This design comes from an exercise in tuning for small area on the open sky130 flow, not from production work. The RTL was checked by simulation tests, not by an equivalence proof against the original design. Power and IR drop assume default switching activity.

==> flow/design.v <==
module motor_pwm_phase #(parameter SIZE=16)(
                        iCLK, iENABLE,
                        iPERIOD, iDUTY, iDEADBAND,
                        iCOUNTER,
                        oPAD_P, oPAD_N );
  input iCLK, iENABLE;
  input [SIZE-1:0] iPERIOD, iDUTY, iDEADBAND, iCOUNTER;
  output oPAD_P, oPAD_N;
  reg [SIZE-1:0] A, B, C, D;
  reg pad_p, pad_n;
  always @( negedge iCLK or negedge iENABLE )
  begin
    if( !iENABLE ) begin
      pad_p <= 0;
      pad_n <= 1;
      A = -16'd1;
      B = -16'd1;
      C = 0;
      D = 0;
    end else begin
      if( iCOUNTER == 0 ) begin
        A = ( iPERIOD - iDUTY ) >> 1;
        B = A + iDEADBAND;
        C = A + iDUTY;
        D = C + iDEADBAND;
      end
      if( ( iCOUNTER < A ) || ( iCOUNTER > D ) ) begin
        pad_n <= 1;
      end else begin
        pad_n <= 0;
      end
      if( ( iCOUNTER < B ) || ( iCOUNTER > C ) ) begin
        pad_p <= 0;
      end else begin
        pad_p <= 1;
      end
    end
  end
  assign oPAD_P = pad_p;
  assign oPAD_N = pad_n;
endmodule
module motor_pwm #(parameter SIZE=16)(
                    iCLK, iENABLE,
                    iPERIOD, iDEADBAND,
                    iDUTY_A, iDUTY_B, iDUTY_C,
                    oPAD_AP, oPAD_AN,
                    oPAD_BP, oPAD_BN,
                    oPAD_CP, oPAD_CN );
  input iCLK, iENABLE;
  input [SIZE-1:0] iPERIOD, iDEADBAND;
  input [SIZE-1:0] iDUTY_A, iDUTY_B, iDUTY_C;
  output oPAD_AP, oPAD_AN;
  output oPAD_BP, oPAD_BN;
  output oPAD_CP, oPAD_CN;
  reg [SIZE-1:0] counter;
  motor_pwm_phase phaseA ( iCLK, iENABLE,
                           iPERIOD, iDUTY_A, iDEADBAND,
                           counter,
                           oPAD_AP, oPAD_AN );
  motor_pwm_phase phaseB ( iCLK, iENABLE,
                           iPERIOD, iDUTY_B, iDEADBAND,
                           counter,
                           oPAD_BP, oPAD_BN );
  motor_pwm_phase phaseC ( iCLK, iENABLE,
                           iPERIOD, iDUTY_C, iDEADBAND,
                           counter,
                           oPAD_CP, oPAD_CN );
  always @( posedge iCLK or negedge iENABLE )
  begin
    if( !iENABLE ) begin
      counter <= 16'hFFFF;
    end else begin
      counter <= counter + 1;
      if( counter >= iPERIOD ) begin
        counter <= 0;
      end
    end
  end
endmodule
==> flow/run.sh <==
#!/bin/bash
# synth_recipe.tcl (not shown) runs the flow's synth.tcl, then flattens the netlist and writes it again
# the make line also repeats each setting of config.mk as NAME=value (left out here)
make -C /OpenROAD-flow-scripts/flow DESIGN_CONFIG=/design/flow/config.mk WORK_HOME=/design/flow/orfs CLKGATE_MAP_FILE= SYNTH_SCRIPT=/design/flow/synth_recipe.tcl finish
==> flow/config.mk <==
export PLATFORM = sky130hd
export DESIGN_NAME = motor_pwm
export DESIGN_NICKNAME = motor_pwm
export VERILOG_FILES = /design/flow/design.v
export SDC_FILE = /design/flow/constraint.sdc
export NUM_CORES = 4
export LEC_CHECK = 0
export CAP_MARGIN = 20
export CORE_MARGIN = 2
export CORE_UTILIZATION = 40
export SLEW_MARGIN = 20
==> flow/constraint.sdc <==
create_clock -name core_clock -period 25.0 [get_ports {iCLK}]
set_input_delay 5.0000 -clock core_clock [delete_from_list [all_inputs] [get_ports {iCLK}]]
set_output_delay 5.0000 -clock core_clock [all_outputs]
set_load 0.01 [all_outputs]
==> metrics.csv <==
stage,metric,value,unit
yosys,"Distinct cells, synth",73,
routing,DRC marker count from the first detailed-route iteration,980,
status,run status,no timing/DRC/antenna violations,
grt,Congestion Overflow GR,0,
finish,number of nets in the layout,3024,
yosys,main combinational cell family by area after synthesis,adder cells,
placement,Place WS,0.5997,ns
yosys,post-synthesis cell type with the largest combined area,sky130_fd_sc_hd__ha_1,
yosys,fraction of synthesized cell area taken by the top area cell type,0.2270,
critical_path,WS Path Type,primary input to flip-flop,
placement,half-perimeter wire length after detailed placement,50210,um
routing,average via count per standard cell,5.612,
critical_path,crit path DAT,11.81,ns
finish,final core occ,0.4595,
finish,area added between synthesis and finish,14.09,%
sta,final setup TNS,0,ns
finish,antenna diode count,0,
routing,number of nets still failing antenna checks after routing,0,
clock_network,CTS max path bufs,3,
sta,transition time at the pin with the least slew margin,0.9364,ns
finish,Register Area,5499,um^2
clock_network,CTS-repair resized insts,0,
routing,drc violations,0,
worst_hold_path,classification of the worst-slack hold path,flip-flop to flip-flop,
critical_path,combined buffer and inverter count along the critical path,1,
grt,first-pass GRT wire length,102900,um
placement,last weighted congestion value of the routability-driven placer,0.9161,
clock_network,clk slew on worst S/H paths,0.05,ns
routing,total vias in the final route,18280,
die,Cell Rows,85,
finish,multi-input logic area,14910,um^2
sta,Max Transition Viols Final,0,
clock_network,worst skew pair latency,0.63,ns
critical_path,endpoint kind of the worst setup timing path,flip-flop,
sta,number of failing setup endpoints in the final timing report,0,
clock_network,Post-CTS Setup Inserts,0,
yosys,leading post-synthesis cells by cell area,"sky130_fd_sc_hd__ha_1 (23%), sky130_fd_sc_hd__dfstp_2 (14%), sky130_fd_sc_hd__dfrtn_1 (11%)",
critical_path,WP data required,13.07,ns
yosys,xor and xnor fraction of the mapped netlist area,0.06568,
yosys,share of synthesized registers carrying an async set or reset,1.000,
critical_path,CP top delay family,compound AO/OA/AOI/OAI gates,
clock_network,number of levels the H-tree was split into,1,
power,Max VDD drop,0.05906,mV
clock_network,number of sinks handled by clock tree synthesis,214,
yosys,flop and latch count out of synthesis,214,
critical_path,Max Fanout on Critical Path,6,
placement,IO Port Bufs,87,
die,starting density of the core,0.4028,
yosys,synthesis warning total,2,
yosys,Main synth FF type,sky130_fd_sc_hd__dfstp_2,
yosys,"post-synthesis share of cell area spent on and, or, nand and nor gates",0.1149,
sta,Final Hold Violating Endpoints,0,
power,Pwr per Cell Area,116.7,nW/um^2
routing,First-pass DRT Iterations,5,
clock_network,root cell of the clock tree,sky130_fd_sc_hd__clkbuf_16,
clock_network,hold-fix buffer count after cts,0,
die,area of the die,55740,um^2
power,Leak Pwr,12.72,nW
finish,Fillers,5140,
run,Maximum Capacitance Violations,0,
sta,RSZ-0062 raised after global routing,false,
finish,"leading cell type in the layout, fill and taps excluded",sky130_fd_sc_hd__ha_1,
placement,placed inst area,23240,um^2
routing,Final Routed Wirelength,65300,um
finish,"leading cell types in the layout, fill and taps excluded","sky130_fd_sc_hd__ha_1 (391), sky130_fd_sc_hd__inv_1 (364), sky130_fd_sc_hd__a21oi_1 (159)",
critical_path,critical path's largest stage delay,0.75,ns
yosys,"arithmetic-cell share of the synthesized area counting full adders, half adders and majority gates",0.2382,
critical_path,CP max stage cell,sky130_fd_sc_hd__clkdlybuf4s50_1,
sta,worst slew margin relative to its limit,0.3596,
yosys,cells after synthesis,2347,
die,number of top-level pins,88,
sta,worst clock skew on the final layout,0.06518,ns
sta,final worst-path setup slack,1.267,ns
yosys,per-instance average area after synthesis,9.181,um^2
grt,initial antenna violation count,0,
yosys,share of the synthesized area in compound gates (AO/OA/AOI/OAI),0.1726,
clock_network,number of buffers created by CTS,29,
power,overall power after layout,0.002868,W
routing,WL per Instance,20.04,um
yosys,multiplexer fraction of the synthesized cell area,0.1006,
grt,Overall Global Routing Usage,0.2343,
yosys,combined area of all synthesized cells,21550,um^2
yosys,Synth Net Count,2832,
die,Die H,236.1,um
finish,post-route cell area,24580,um^2
critical_path,cell mode on critical path,sky130_fd_sc_hd__o21ai_0,
critical_path,nature of the critical path startpoint,primary input,
die,area of the core,53500,um^2
grt,pin count of the biggest net entering global routing,120,
die,die span in x,236.1,um
grt,number of global-route vias before repair,19310,
clock_network,CTS tree,yes,
yosys,fraction of the yosys area taken by sequential cells,0.2552,
finish,share of layout cells above drive strength 1,0.1331,
yosys,count of flip-flops with a built-in enable after synthesis,0,
==> per-stage QoR <==
stage	instances	hold WS, ns
floorplan	2347	0.4046
global placement	3104	0.4180
detailed placement	3105	0.4253
CTS	3257	0.4257
global route	3258	0.4514
finish	3258	0.4218
==> logic make-up (layout without fill, tap and decap cells) <==
| family | Yosys count | after routing |
|---|---|---|
| buffers and inverters | 302 | 517 |
| XOR/XNOR | 160 | 160 |
| adder cells (fa/ha/maj) | 403 | 403 |
| AND/OR/NAND/NOR | 496 | 496 |
| AO/OA/AOI/OAI | 574 | 574 |
| multiplexers | 198 | 198 |
| flip-flops | 214 | 214 |
==> where the power goes <==
group | switching, W | internal (W)
sequential | 0.000134 | 0.000586
clock | 0.000215 | 0.000270
combinational | 0.000917 | 0.000745
==> Yosys cell counts (8+ instances only) <==
| cell type | number |
|---|---|
| sky130_fd_sc_hd__inv_1 | 266 |
| sky130_fd_sc_hd__nor3b_1 | 13 |
| sky130_fd_sc_hd__o21ai_0 | 112 |
| sky130_fd_sc_hd__o21a_1 | 44 |
| sky130_fd_sc_hd__dfrtn_1 | 99 |
| sky130_fd_sc_hd__mux2i_1 | 52 |
| sky130_fd_sc_hd__or3_1 | 14 |
| sky130_fd_sc_hd__a21boi_0 | 18 |
| sky130_fd_sc_hd__a211oi_1 | 21 |
| sky130_fd_sc_hd__mux2_2 | 145 |
| sky130_fd_sc_hd__o31ai_1 | 11 |
| sky130_fd_sc_hd__a31oi_1 | 22 |
| sky130_fd_sc_hd__xor2_1 | 56 |
| sky130_fd_sc_hd__o21bai_1 | 13 |
| sky130_fd_sc_hd__a21oi_1 | 159 |
| sky130_fd_sc_hd__and3_1 | 13 |
| sky130_fd_sc_hd__nor2b_1 | 39 |
| sky130_fd_sc_hd__nand4_1 | 50 |
| sky130_fd_sc_hd__nand2_1 | 129 |
| sky130_fd_sc_hd__or2_2 | 8 |
| sky130_fd_sc_hd__nor3_1 | 39 |
| sky130_fd_sc_hd__nand3_1 | 30 |
| sky130_fd_sc_hd__dfstp_2 | 115 |
| sky130_fd_sc_hd__a21o_1 | 93 |
| sky130_fd_sc_hd__fa_1 | 12 |
| sky130_fd_sc_hd__o22ai_1 | 8 |
| sky130_fd_sc_hd__nand2b_1 | 25 |
| sky130_fd_sc_hd__xnor2_1 | 103 |
| sky130_fd_sc_hd__nor2_1 | 109 |
| sky130_fd_sc_hd__clkbuf_1 | 29 |
| sky130_fd_sc_hd__ha_1 | 391 |
==> per-layer routing <==
metal | global-route usage | wire length (um)
met1 | 0.2865 | 28000
met2 | 0.4164 | 31670
met3 | 0.02528 | 2537
met4 | 0.1009 | 3095
met5 | 0 | 0
==> path summary, 6_finish.rpt <==
check,startpoint,endpoint,slack (ns),cells past startpoint
hold reg to reg,phaseB.D[3]$_DFF_NN0_,phaseB.D[3]$_DFF_NN0_,0.42,1
hold / removal,phaseB.D[3]$_DFF_NN0_,phaseB.D[3]$_DFF_NN0_,0.42,1
setup reg to reg,counter[0]$_DFF_PN1_,phaseB.pad_n$_DFF_NN1_,6.40,19
max in group asynchronous,iENABLE,phaseC.C[5]$_DFF_NN0_,6.96,2
min in group asynchronous,iENABLE,counter[1]$_DFF_PN1_,5.06,2
setup / recovery,iPERIOD[1],phaseB.pad_n$_DFF_NN1_,1.27,28
==> layout make-up <==
| class | count | share of cell area |
|---|---|---|
| clock buffer | 38 | 0.03313 |
| tap | 696 | 0.03542 |
| multi-input combinational | 1831 | 0.6067 |
| inverter | 265 | 0.04046 |
| clock inverter | 115 | 0.02051 |
| timing repair buffer | 99 | 0.04011 |
| sequential | 214 | 0.2237 |
==> sequential cells by signal, summed over array words and instances (netlist names) <==
name and flops:
phaseB.B 16, phaseC.B 16, phaseC.A 16, phaseB.D 16
phaseA.C 16, phaseB.pad_p 1, phaseA.pad_n 1, phaseB.pad_n 1
phaseC.pad_p 1, phaseA.B 16, phaseA.D 16, phaseB.A 16
phaseA.pad_p 1, phaseC.D 16, phaseA.A 16, phaseB.C 16
counter 16, phaseC.pad_n 1, phaseC.C 16
==> worst register-to-register path: cells and delay by family (launching register included) <==
family                   cells  cell delay, ns
buffers and inverters        5            2.54
AO/OA/AOI/OAI                7            1.39
adder cells (fa/ha/maj)      2            0.62
flip-flops                   1            0.61
multiplexers                 1            0.47
AND/OR/NAND/NOR              4            0.46
